Context: an optimization exercise on an open-source flow, tuned for small area. The choices shown serve that exercise and are no tape-out recipe. In this exercise RTL edits were held to simulation tests only and were not proved equivalent to the original. The clock port is modelled as an ideal driver, which makes a skipped or thinned clock tree look cheaper than it is; a real chip needs a root buffer or a tree. Power is estimated from default activity; no workload was simulated.

==> inputs of 04-04 <==
==> flow/design.v <==
module VGA_DRIVER (
	input         CLOCK,
	input         RESET,
	input  [7:0]  PIXEL_COLOR_IN,
	output reg [9:0]  PIXEL_X,
	output reg [10:0] PIXEL_YL,
	output reg    TOP,
	output [14:0] ADDRESS,
	output [7:0]  PIXEL_COLOR_OUT,
	output        H_SYNC_NEG,
	output        V_SYNC_NEG,
	output        X_END
);
wire [9:0]  x  = PIXEL_X;
wire [10:0] yl = PIXEL_YL;
assign X_END = x[9] & x[8] & x[4] & x[3] & x[1];                           
wire y_end = yl[10] & yl[9] & !yl[8] & yl[7] & !yl[4] & yl[2] & !yl[1];    
wire y_143 = yl[10] & !yl[6] & yl[5] & !yl[4] & !yl[3] & yl[2] & !yl[1] & yl[0];
assign ADDRESS = {x[9:4] + yl, x[3:0]};
assign PIXEL_COLOR_OUT = (x < 10'd640) ? PIXEL_COLOR_IN : 8'b0;
assign H_SYNC_NEG = !(x >= 10'd656 && x < 10'd752);
assign V_SYNC_NEG = !((yl[10] & !yl[9] & yl[8] & !yl[5] & yl[3] & yl[1] & !yl[0]) |
                      (!yl[9] & !yl[7] & !yl[6] & yl[4] & yl[3] & !yl[2] & !yl[1]));
always @(posedge CLOCK) begin
	if (RESET) begin
		PIXEL_X  <= 10'd0;
		PIXEL_YL <= 11'd0;
		TOP      <= 1'b1;
	end else if (X_END) begin
		PIXEL_X  <= 10'd0;
		PIXEL_YL <= y_end ? 11'd0 : PIXEL_YL + 11'd11;
		TOP      <= y_end | (TOP & !y_143);
	end else begin
		PIXEL_X  <= PIXEL_X + 10'd1;
	end
end
endmodule
module ZONE_CMP (
	input      CLK,
	input      CNT,        
	input      LINE_END,   
	input      [2:0] BIT,  
	input      W1, W2, W3,
	input      FIRST,      
	input      LAST,       
	input      [4:0] ZL,   
	output reg TRI,
	output reg DIA
);
reg [6:0] C;
reg [7:0] P1, P2;
reg u1, u2;    
wire c  = BIT == 3'd7 ? 1'b0 : C[BIT];
wire p1 = (ZL[1] | ZL[4]) ? P1[5] : P1[3];
wire p2 = P2[0];
wire und1 = FIRST | u1;
wire und2 = FIRST | u2;
wire dec1 = und1 & (c ^ p1);       
wire dec2 = und2 & (c ^ p2);
wire eq1  = LAST & und1 & !(c ^ p1);
wire eq2  = LAST & und2 & !(c ^ p2);
wire fail_lt1 = (dec1 & !c) | eq1;    
wire fail_gt1 = (dec1 & c) | eq1;     
wire fail_lt2 = (dec2 & !c) | eq2;    
wire fail_gt2 = (dec2 & c) | eq2;     
wire kill_tri = fail_lt1;
wire kill_dia = (ZL[1] & fail_lt1) | (ZL[2] & fail_lt2) |
                (ZL[4] & (fail_gt1 | fail_gt2));
always @(posedge CLK) begin
	C  <= LINE_END ? 7'd0 : C + CNT;
	P1 <= {P1[6:0], W3 ? c : P1[7]};
	P2 <= {P2[6:0], W2 ? P1[0] : P2[7]};
	u1 <= und1 & !(c ^ p1);
	u2 <= und2 & !(c ^ p2);
	if (W1) begin
		if (ZL[1] & FIRST) begin
			TRI <= !kill_tri;
			DIA <= !kill_dia;
		end else begin
			if (kill_tri) TRI <= 1'b0;
			if (kill_dia) DIA <= 1'b0;
		end
	end
end
endmodule
module IMAGE_PROCESSOR (
	input        CLK,
	input        RESET,
	input  [7:0] PIXEL_IN,
	input  [9:0] VGA_PIXEL_X,
	input [10:0] VGA_PIXEL_YL,    
	input        X_END,
	input        VGA_VSYNC_NEG,
	output reg [2:0] RESULT
);
wire [1:0] pr = PIXEL_IN[7:6];
wire [1:0] pg = PIXEL_IN[4:3];
wire [1:0] pb = PIXEL_IN[1:0];
wire is_red  = (pr > pb) && (pr > pg);
wire is_blue = (pb > pr) && (pb >= pg);
wire [9:0]  x  = VGA_PIXEL_X;
wire [10:0] yl = VGA_PIXEL_YL;
wire [4:0] zl;
assign zl[0] = yl[9] & !yl[7] & !yl[6] & !yl[4] & !yl[3] & yl[2] & yl[1];
assign zl[1] = yl[9] & yl[7] & !yl[6] & !yl[5] & yl[4] & !yl[3] & yl[2];
assign zl[2] = yl[9] & yl[8] & !yl[7] & !yl[6] & !yl[5] & yl[4] & !yl[2];
assign zl[3] = yl[9] & yl[8] & yl[7] & !yl[6] & !yl[5] & yl[4] & yl[2];
assign zl[4] = !yl[9] & !yl[7] & !yl[6] & !yl[5] & !yl[4] & !yl[2] & yl[1] & !yl[0];
wire zline = |zl;
wire in_zone = zline && (x >= 10'd48) && (x <= 10'd128);
wire w1 = zline && x[9:3] == 7'd17;    
wire w2 = zline && x[9:3] == 7'd18;    
wire w3 = zline && x[9:3] == 7'd19;    
wire first = x[2:0] == 3'd0;
wire last  = x[2:0] == 3'd7;
wire red_tri, red_dia, blue_tri, blue_dia;
ZONE_CMP zr (.CLK(CLK), .CNT(is_red & in_zone), .LINE_END(X_END), .BIT(~x[2:0]),
	.W1(w1), .W2(w2), .W3(w3), .FIRST(first), .LAST(last), .ZL(zl),
	.TRI(red_tri), .DIA(red_dia));
ZONE_CMP zb (.CLK(CLK), .CNT(is_blue & in_zone), .LINE_END(X_END), .BIT(~x[2:0]),
	.W1(w1), .W2(w2), .W3(w3), .FIRST(first), .LAST(last), .ZL(zl),
	.TRI(blue_tri), .DIA(blue_dia));
reg [15:0] RED, BLUE;
wire vs = !VGA_VSYNC_NEG;
wire clear = RESET | (vs & X_END & yl[0]);
always @(posedge CLK) begin
	RED  <= clear ? 16'd0 : RED  + (is_red  & !vs);
	BLUE <= clear ? 16'd0 : BLUE + (is_blue & !vs);
	if (RESET)
		RESULT <= 3'd0;
	else if (vs) begin
		if (BLUE > RED && BLUE > 16'd17000)
			RESULT <= blue_tri ? 3'd1 : blue_dia ? 3'd2 : 3'd3;
		else if (RED > BLUE && RED > 16'd17000)
			RESULT <= red_tri ? 3'd4 : red_dia ? 3'd5 : 3'd6;
		else
			RESULT <= 3'd0;
	end
end
endmodule
module vga_shape_detector (
	input         clk,
	input         reset,
	input  [7:0]  mem_rdata,
	output [14:0] mem_raddr,
	output [7:0]  vga_color,
	output        vga_hsync_n,
	output        vga_vsync_n,
	output [2:0]  result
);
localparam BLUE = 8'b000_000_11;
wire [9:0]  x;
wire [10:0] yl;    
wire        top;   
wire        x_end;
wire in_image = (x < 10'd176) && top;
VGA_DRIVER driver (
	.CLOCK(clk),
	.RESET(reset),
	.PIXEL_COLOR_IN(in_image ? mem_rdata : BLUE),
	.PIXEL_X(x),
	.PIXEL_YL(yl),
	.TOP(top),
	.ADDRESS(mem_raddr),
	.PIXEL_COLOR_OUT(vga_color),
	.H_SYNC_NEG(vga_hsync_n),
	.V_SYNC_NEG(vga_vsync_n),
	.X_END(x_end)
);
IMAGE_PROCESSOR proc (
	.CLK(clk),
	.RESET(reset),
	.PIXEL_IN(mem_rdata),
	.VGA_PIXEL_X(x),
	.VGA_PIXEL_YL(yl),
	.X_END(x_end),
	.VGA_VSYNC_NEG(vga_vsync_n),
	.RESULT(result)
);
endmodule
==> flow/flow/run.sh <==
#!/bin/bash
# Layout flow: the standard ORFS flow (standard.sh) with these changes:
#  - synthesis: ORFS's own synth.tcl, but without the Kogge-Stone carry
#    lookahead map and the full/half-adder extraction, and with an area-
#    oriented ABC script (flow/area.script). Registers are mapped exactly as
#    in the standard synthesis (same passes up to and including dfflibmap).
#  - port buffers: buf_1 on every input and output port.
#  - clock tree: flow/cts.tcl (a root buffer and a grid of leaf buffers) in
#    place of ORFS's CTS step.
# Each tool's output goes to a log file in the work folder.
set -euo pipefail
W=$(pwd)
F=$W/flow

# synthesis script: the standard flow's wrapper around ORFS's synth.tcl, pointed at a
# modified copy of synth.tcl
python3 - "$FLOW_HOME/scripts/synth.tcl" "$W/synth_recipe.tcl" "$F" "$W" <<'PY'
import sys
synth, bench, fdir, work = sys.argv[1:]
s = open(synth).read()
def sub(old, new):
    global s
    if old not in s:
        sys.exit("synth.tcl: pattern not found: " + old)
    s = s.replace(old, new, 1)
sub('source $::env(SCRIPTS_DIR)/synth_preamble.tcl\n',
    'source $::env(SCRIPTS_DIR)/synth_preamble.tcl\n'
    'set abc_args [list -script %s/area.script {*}$lib_args {*}$lib_dont_use_args'
    ' -constr $::env(OBJECTS_DIR)/abc.constr]\n' % fdir)
sub('"-extra-map $::env(FLOW_HOME)/platforms/common/lcu_kogge_stone.v"', '')
sub('[dont_use_adder_kinds] ne "none"', '[dont_use_adder_kinds] ne "none" && 0')
open(work + '/my_synth_core.tcl', 'w').write(s)
b = open(bench).read()
old = 'source $::env(SCRIPTS_DIR)/synth.tcl'
if old not in b:
    sys.exit("synth_recipe.tcl: pattern not found")
open(work + '/my_synth.tcl', 'w').write(b.replace(old, 'source ' + work + '/my_synth_core.tcl'))
PY

# The standard flow's layout command with the synthesis script swapped and port buffers
# of buf_1
sed -e "s#SYNTH_SCRIPT=[^ ]*#SYNTH_SCRIPT=$W/my_synth.tcl 'BUFFER_PORTS_ARGS=-buffer_cell sky130_fd_sc_hd__buf_1' 'CTS_ARGS=-sink_clustering_enable -repair_clock_nets -dont_use_dummy_load'#" \
    standard.sh > my_standard.sh
grep -q "my_synth.tcl" my_standard.sh

bash my_standard.sh synth > $W/synth.log 2>&1
bash my_standard.sh place > $W/place.log 2>&1
export MY_CTS_PORT=clk MY_CTS_ROOT=sky130_fd_sc_hd__clkbuf_8
export MY_CTS_BUF=sky130_fd_sc_hd__clkbuf_8 MY_CTS_KX=3 MY_CTS_KY=2
bash my_standard.sh run RUN_SCRIPT=$F/cts.tcl RUN_LOG_NAME_STEM=4_1_cts > $W/cts.log 2>&1
test -f $W/orfs/results/*/vga_shape_detector/base/4_1_cts.odb
bash my_standard.sh > $W/layout.log 2>&1
test -f $W/out/final.def
==> flow/flow/area.script <==
strash
ifraig
scorr
dc2
strash
balance -l
resub -K 6 -l
rewrite -l
resub -K 6 -N 2 -l
refactor -l
resub -K 8 -l
balance -l
resub -K 8 -N 2 -l
rewrite -l
resub -K 10 -l
rewrite -z -l
resub -K 10 -N 2 -l
balance -l
resub -K 12 -l
refactor -z -l
resub -K 12 -N 2 -l
rewrite -z -l
balance -l
balance
rewrite
refactor
balance
rewrite
rewrite -z
balance
refactor -z
rewrite -z
balance
&get -n
&deepsyn -J 30 -T 200
&put
dch -f
amap
topo
==> flow/flow/cts.tcl <==
# Clock tree, in place of ORFS's CTS step (reads 3_place, writes 4_1_cts.odb
# and 4_cts.sdc as that step does). The clock port drives one root buffer;
# the root drives MY_CTS_KX x MY_CTS_KY leaf buffers, one per cell of a grid
# of the flip-flops with about equal counts, each placed at the centre of its
# flip-flops. Every flip-flop's clock goes through the same two buffer types,
# so the tree is balanced: no register's clock is made early or late on
# purpose. Then ORFS's usual legalisation and timing repair.
source $::env(SCRIPTS_DIR)/load.tcl
erase_non_stage_variables cts
load_design 3_place.odb 3_place.sdc

set bufname $::env(MY_CTS_BUF)
set db [ord::get_db]
set block [ord::get_db_block]
set master [$db findMaster $bufname]
set clk_port [$block findBTerm $::env(MY_CTS_PORT)]
set clk_net [$clk_port getNet]

# sinks sorted by x
set sinks {}
foreach it [$clk_net getITerms] {
  set inst [$it getInst]
  set bb [$inst getBBox]
  lappend sinks [list [expr {([$bb xMin] + [$bb xMax]) / 2}] [expr {([$bb yMin] + [$bb yMax]) / 2}] $it]
}
# root buffer: the clock port drives only this buffer, which drives the leaves
set root_master [$db findMaster $::env(MY_CTS_ROOT)]
set root [odb::dbInst_create $block $root_master "clkbuf_manual_root"]
set root_net [odb::dbNet_create $block "clknet_manual_root"]
$root_net setSigType CLOCK
set leaf_pins {}
foreach it [$clk_net getITerms] { lappend leaf_pins $it }
[$root findITerm A] connect $clk_net
[$root findITerm X] connect $root_net
foreach it $leaf_pins { $it disconnect; $it connect $root_net }
set clk_net $root_net
set core [$block getCoreArea]
$root setLocation [expr {([$core xMin] + [$core xMax]) / 2}] [expr {([$core yMin] + [$core yMax]) / 2}]
$root setPlacementStatus PLACED

# grid of KX columns by KY rows of about equal sink counts
set KX $::env(MY_CTS_KX)
set KY $::env(MY_CTS_KY)
set sinks [lsort -integer -index 0 $sinks]
set n [llength $sinks]
puts "manual CTS: $n sinks, $KX x $KY x $bufname"
set k 0
for {set i 0} {$i < $KX} {incr i} {
  set col [lrange $sinks [expr {($n * $i) / $KX}] [expr {($n * ($i + 1)) / $KX - 1}]]
  set col [lsort -integer -index 1 $col]
  set m [llength $col]
  for {set j 0} {$j < $KY} {incr j} {
    set group [lrange $col [expr {($m * $j) / $KY}] [expr {($m * ($j + 1)) / $KY - 1}]]
    set sx 0; set sy 0
    foreach s $group { set sx [expr {$sx + [lindex $s 0]}]; set sy [expr {$sy + [lindex $s 1]}] }
    set cx [expr {$sx / [llength $group]}]
    set cy [expr {$sy / [llength $group]}]
    set inst [odb::dbInst_create $block $master "clkbuf_manual_$k"]
    set net [odb::dbNet_create $block "clknet_manual_$k"]
    $net setSigType CLOCK
    [$inst findITerm A] connect $clk_net
    [$inst findITerm X] connect $net
    foreach s $group {
      set it [lindex $s 2]
      $it disconnect
      $it connect $net
    }
    $inst setLocation $cx $cy
    $inst setPlacementStatus PLACED
    puts "  buffer $k: [llength $group] sinks at ($cx, $cy)"
    incr k
  }
}

set_propagated_clock [all_clocks]
detailed_placement
estimate_parasitics -placement
repair_timing_helper
detailed_placement
check_placement -verbose
report_clock_skew
report_worst_slack -max
report_worst_slack -min

orfs_write_db $::env(RESULTS_DIR)/4_1_cts.odb
orfs_write_sdc $::env(RESULTS_DIR)/4_cts.sdc
==> flow/standard.sh <==
#!/bin/bash
# synth_recipe.tcl (not shown) runs the flow's synth.tcl, then flattens the netlist and writes it again
# the make line also repeats each setting of config.mk as NAME=value (left out here)
make -C /OpenROAD-flow-scripts/flow DESIGN_CONFIG=/design/flow/config.mk WORK_HOME=/design/flow/orfs CLKGATE_MAP_FILE= SYNTH_SCRIPT=/design/flow/synth_recipe.tcl "${@:-finish}"
==> flow/config.mk <==
export PLATFORM = sky130hd
export DESIGN_NAME = vga_shape_detector
export DESIGN_NICKNAME = vga_shape_detector
export VERILOG_FILES = /design/flow/design.v
export SDC_FILE = /design/flow/constraint.sdc
export NUM_CORES = 4
export LEC_CHECK = 0
export CAP_MARGIN = 20
export CORE_MARGIN = 2
export CORE_UTILIZATION = 70
export PLACE_DENSITY = 0.8
export SLEW_MARGIN = 20
==> flow/constraint.sdc <==
create_clock -name core_clock -period 40.0 [get_ports {clk}]
set_input_delay 8.0000 -clock core_clock [delete_from_list [all_inputs] [get_ports {clk}]]
set_output_delay 8.0000 -clock core_clock [all_outputs]
set_load 0.01 [all_outputs]
==> inputs of 11-01, as changes to 04-04 <==
==> flow/design.v, changed modules only <==
module ZONE_STORE (
	input      CLK,
	input      CNT,        
	input      LINE_END,   
	input      [2:0] BIT,  
	input      W2, W3,
	input      TAP2,       
	output     C_BIT,      
	output     P1_BIT,     
	output     P2_BIT      
);
reg [6:0] C;
reg [7:0] P1, P2;
assign C_BIT  = BIT == 3'd7 ? 1'b0 : C[BIT];
assign P1_BIT = TAP2 ? P1[5] : P1[3];
assign P2_BIT = P2[0];
always @(posedge CLK) begin
	C  <= LINE_END ? 7'd0 : C + CNT;
	P1 <= {P1[6:0], W3 ? C_BIT : P1[7]};
	P2 <= {P2[6:0], W2 ? P1[0] : P2[7]};
end
endmodule
module IMAGE_PROCESSOR (
	input        CLK,
	input        RESET,
	input  [7:0] PIXEL_IN,
	input  [9:0] VGA_PIXEL_X,
	input [10:0] VGA_PIXEL_YL,    
	input        X_END,
	input        VGA_VSYNC_NEG,
	output reg [2:0] RESULT
);
wire [1:0] pr = PIXEL_IN[7:6];
wire [1:0] pg = PIXEL_IN[4:3];
wire [1:0] pb = PIXEL_IN[1:0];
wire is_red  = (pr > pb) && (pr > pg);
wire is_blue = (pb > pr) && (pb >= pg);
wire [9:0]  x  = VGA_PIXEL_X;
wire [10:0] yl = VGA_PIXEL_YL;
wire [4:0] zl;
assign zl[0] = yl[9] & !yl[7] & !yl[6] & !yl[4] & !yl[3] & yl[2] & yl[1];
assign zl[1] = yl[9] & yl[7] & !yl[6] & !yl[5] & yl[4] & !yl[3] & yl[2];
assign zl[2] = yl[9] & yl[8] & !yl[7] & !yl[6] & !yl[5] & yl[4] & !yl[2];
assign zl[3] = yl[9] & yl[8] & yl[7] & !yl[6] & !yl[5] & yl[4] & yl[2];
assign zl[4] = !yl[9] & !yl[7] & !yl[6] & !yl[5] & !yl[4] & !yl[2] & yl[1] & !yl[0];
wire zline = |zl;
wire in_zone = zline && (x >= 10'd48) && (x <= 10'd128);
wire [6:0] xw = x[9:3];
wire wa_r = zline && xw == 7'd17;    
wire wb_r = zline && xw == 7'd18;    
wire wa_b = zline && xw == 7'd19;    
wire wb_b = zline && xw == 7'd20;    
wire w2   = zline && xw == 7'd21;    
wire w3   = zline && xw == 7'd22;    
wire first = x[2:0] == 3'd0;
wire last  = x[2:0] == 3'd7;
wire tap2 = zl[1] | zl[4];
wire cr, p1r, p2r, cb, p1b, p2b;
ZONE_STORE zr (.CLK(CLK), .CNT(is_red & in_zone), .LINE_END(X_END), .BIT(~x[2:0]),
	.W2(w2), .W3(w3), .TAP2(tap2), .C_BIT(cr), .P1_BIT(p1r), .P2_BIT(p2r));
ZONE_STORE zb (.CLK(CLK), .CNT(is_blue & in_zone), .LINE_END(X_END), .BIT(~x[2:0]),
	.W2(w2), .W3(w3), .TAP2(tap2), .C_BIT(cb), .P1_BIT(p1b), .P2_BIT(p2b));
wire blue = wa_b | wb_b;
wire wa = wa_r | wa_b;
wire wb = wb_r | wb_b;
wire c = blue ? cb : cr;
wire p = blue ? (wa ? p1b : p2b) : (wa ? p1r : p2r);
reg u;    
wire und = first | u;
wire dec = und & (c ^ p);             
wire eq  = last & und & !(c ^ p);     
wire fail_lt = (dec & !c) | eq;       
wire fail_gt = (dec & c) | eq;        
wire kill_tri = wa & fail_lt;
wire kill_dia = (wa & ((zl[1] & fail_lt) | (zl[4] & fail_gt))) |
                (wb & ((zl[2] & fail_lt) | (zl[4] & fail_gt)));
wire start = zl[1] & first;    
reg red_tri, red_dia, blue_tri, blue_dia;
always @(posedge CLK) begin
	u <= und & !(c ^ p);
	if (wa_r & start) begin
		red_tri <= !kill_tri;
		red_dia <= !kill_dia;
	end else if (!blue) begin
		if (kill_tri) red_tri <= 1'b0;
		if (kill_dia) red_dia <= 1'b0;
	end
	if (wa_b & start) begin
		blue_tri <= !kill_tri;
		blue_dia <= !kill_dia;
	end else if (blue) begin
		if (kill_tri) blue_tri <= 1'b0;
		if (kill_dia) blue_dia <= 1'b0;
	end
end
reg [15:0] RED, BLUE;
wire vs = !VGA_VSYNC_NEG;
wire clear = RESET | (vs & X_END & yl[0]);
wire b_gt_r = BLUE > RED;
wire b_eq_r = BLUE == RED;
always @(posedge CLK) begin
	RED  <= clear ? 16'd0 : RED  + (is_red  & !vs);
	BLUE <= clear ? 16'd0 : BLUE + (is_blue & !vs);
	if (RESET)
		RESULT <= 3'd0;
	else if (vs) begin
		if (b_gt_r && BLUE > 16'd17000)
			RESULT <= blue_tri ? 3'd1 : blue_dia ? 3'd2 : 3'd3;
		else if (!b_gt_r && !b_eq_r && RED > 16'd17000)
			RESULT <= red_tri ? 3'd4 : red_dia ? 3'd5 : 3'd6;
		else
			RESULT <= 3'd0;
	end
end
endmodule
// module ZONE_CMP removed
--- a/flow/config.mk
+++ b/flow/config.mk
@@ -6,7 +6,7 @@
 export NUM_CORES = 4
 export LEC_CHECK = 0
-export CAP_MARGIN = 20
+export CAP_MARGIN = 10
 export CORE_MARGIN = 2
 export CORE_UTILIZATION = 70
 export PLACE_DENSITY = 0.8
-export SLEW_MARGIN = 20
+export SLEW_MARGIN = 10
==> inputs of 11-25, as changes to 04-04 <==
--- a/flow/flow/run.sh
+++ b/flow/flow/run.sh
@@ -1,4 +1,4 @@
 #!/bin/bash
-# Layout flow: the standard ORFS flow (standard.sh) with these changes:
+# Layout flow: the standard ORFS flow (standard.sh) with three changes:
 #  - synthesis: ORFS's own synth.tcl, but without the Kogge-Stone carry
 #    lookahead map and the full/half-adder extraction, and with an area-
@@ -6,8 +6,9 @@
 #    in the standard synthesis (same passes up to and including dfflibmap).
 #  - port buffers: buf_1 on every input and output port.
-#  - clock tree: flow/cts.tcl (a root buffer and a grid of leaf buffers) in
-#    place of ORFS's CTS step.
+#  - clock tree: no dummy loads.
 # Each tool's output goes to a log file in the work folder.
 set -euo pipefail
+# clock tree: buffer cells and sink clusters
+CTS_EXTRA=""
 W=$(pwd)
 F=$W/flow
@@ -38,16 +39,12 @@
 PY
 
-# The standard flow's layout command with the synthesis script swapped and port buffers
-# of buf_1
-sed -e "s#SYNTH_SCRIPT=[^ ]*#SYNTH_SCRIPT=$W/my_synth.tcl 'BUFFER_PORTS_ARGS=-buffer_cell sky130_fd_sc_hd__buf_1' 'CTS_ARGS=-sink_clustering_enable -repair_clock_nets -dont_use_dummy_load'#" \
+# The standard flow's layout command with the synthesis script swapped and the extra
+# port-buffer and CTS arguments
+CTS_ARGS="-sink_clustering_enable -repair_clock_nets -dont_use_dummy_load ${CTS_EXTRA:-}"
+sed -e "s#SYNTH_SCRIPT=[^ ]*#SYNTH_SCRIPT=$W/my_synth.tcl 'BUFFER_PORTS_ARGS=-buffer_cell sky130_fd_sc_hd__buf_1' 'CTS_ARGS=$CTS_ARGS'#" \
     standard.sh > my_standard.sh
 grep -q "my_synth.tcl" my_standard.sh
 
 bash my_standard.sh synth > $W/synth.log 2>&1
-bash my_standard.sh place > $W/place.log 2>&1
-export MY_CTS_PORT=clk MY_CTS_ROOT=sky130_fd_sc_hd__clkbuf_8
-export MY_CTS_BUF=sky130_fd_sc_hd__clkbuf_8 MY_CTS_KX=3 MY_CTS_KY=2
-bash my_standard.sh run RUN_SCRIPT=$F/cts.tcl RUN_LOG_NAME_STEM=4_1_cts > $W/cts.log 2>&1
-test -f $W/orfs/results/*/vga_shape_detector/base/4_1_cts.odb
 bash my_standard.sh > $W/layout.log 2>&1
 test -f $W/out/final.def
--- a/flow/flow/area.script
+++ b/flow/flow/area.script
@@ -32,7 +32,4 @@
 rewrite -z
 balance
-&get -n
-&deepsyn -J 30 -T 200
-&put
 dch -f
 amap
removed: flow/flow/cts.tcl
==> notes <==
04-04 went through all stages and came out clean. 11-01 produced a clean layout. 11-25 completed without violations. Of 11-25 and 04-04, 11-25 has the higher hold slack (gap 10 ps). Between 11-01 and 11-25, the lower combinational power is in 11-25 (gap about 30%, measured against 11-25). The highest routed wire length belongs to 04-04, the lowest to 11-01. Utilization: 11-01 < 04-04 < 11-25. Critical path depth is the same in 11-25 and 11-01. Of 04-04 and 11-25, 11-25 has the higher first-iteration DRC count (gap 15%, measured against 11-25). Clock skew: 11-25 > 04-04 > 11-01. Via count, highest first: 11-25, 04-04, 11-01. Against 04-04, the synthesized cell count of 11-01 is smaller by 4.1%.
The clock cells of 04-04 and 11-01 come from the design's own scripts or RTL, not from TritonCTS.

-- port drivers added, routing unchanged --
No port has a modelled driver above. Below, the same layouts with a new extraction and two added sets of constraints.
Step 1, drivers: a clkbuf_16 drives clk and a buf_2 each remaining input, both assumed.
Step 2 adds t to the input delays and takes it off the output delays; t is the mean of the earliest and latest rising clock arrival at the registers after step 1. Input paths then give back, and output paths get back, about the clock's delay inside the block.
Three values: ideal ports, drivers, drivers and shift; two values: the first two.
run	t, ns	slack for setup (ns)	worst hold slack (ns)	slew at the worst register clock pin (ns)	worst slew at a driven data input, ns
04-04	0.392	23.436 / 23.399 / 23.399	0.324 / 0.324 / 0.324	0.12 / 0.12	0.04
11-01	0.381	23.520 / 23.498 / 23.498	0.328 / 0.328 / 0.328	0.11 / 0.11	0.03
11-25	0.389	23.396 / 23.356 / 23.356	0.334 / 0.334 / 0.334	0.11 / 0.11	0.04
After both steps setup and hold are still met in every run listed. For 11-25, which loses most, drivers alone change the setup slack by -0.040 ns; drivers and shift together by -0.040 ns.
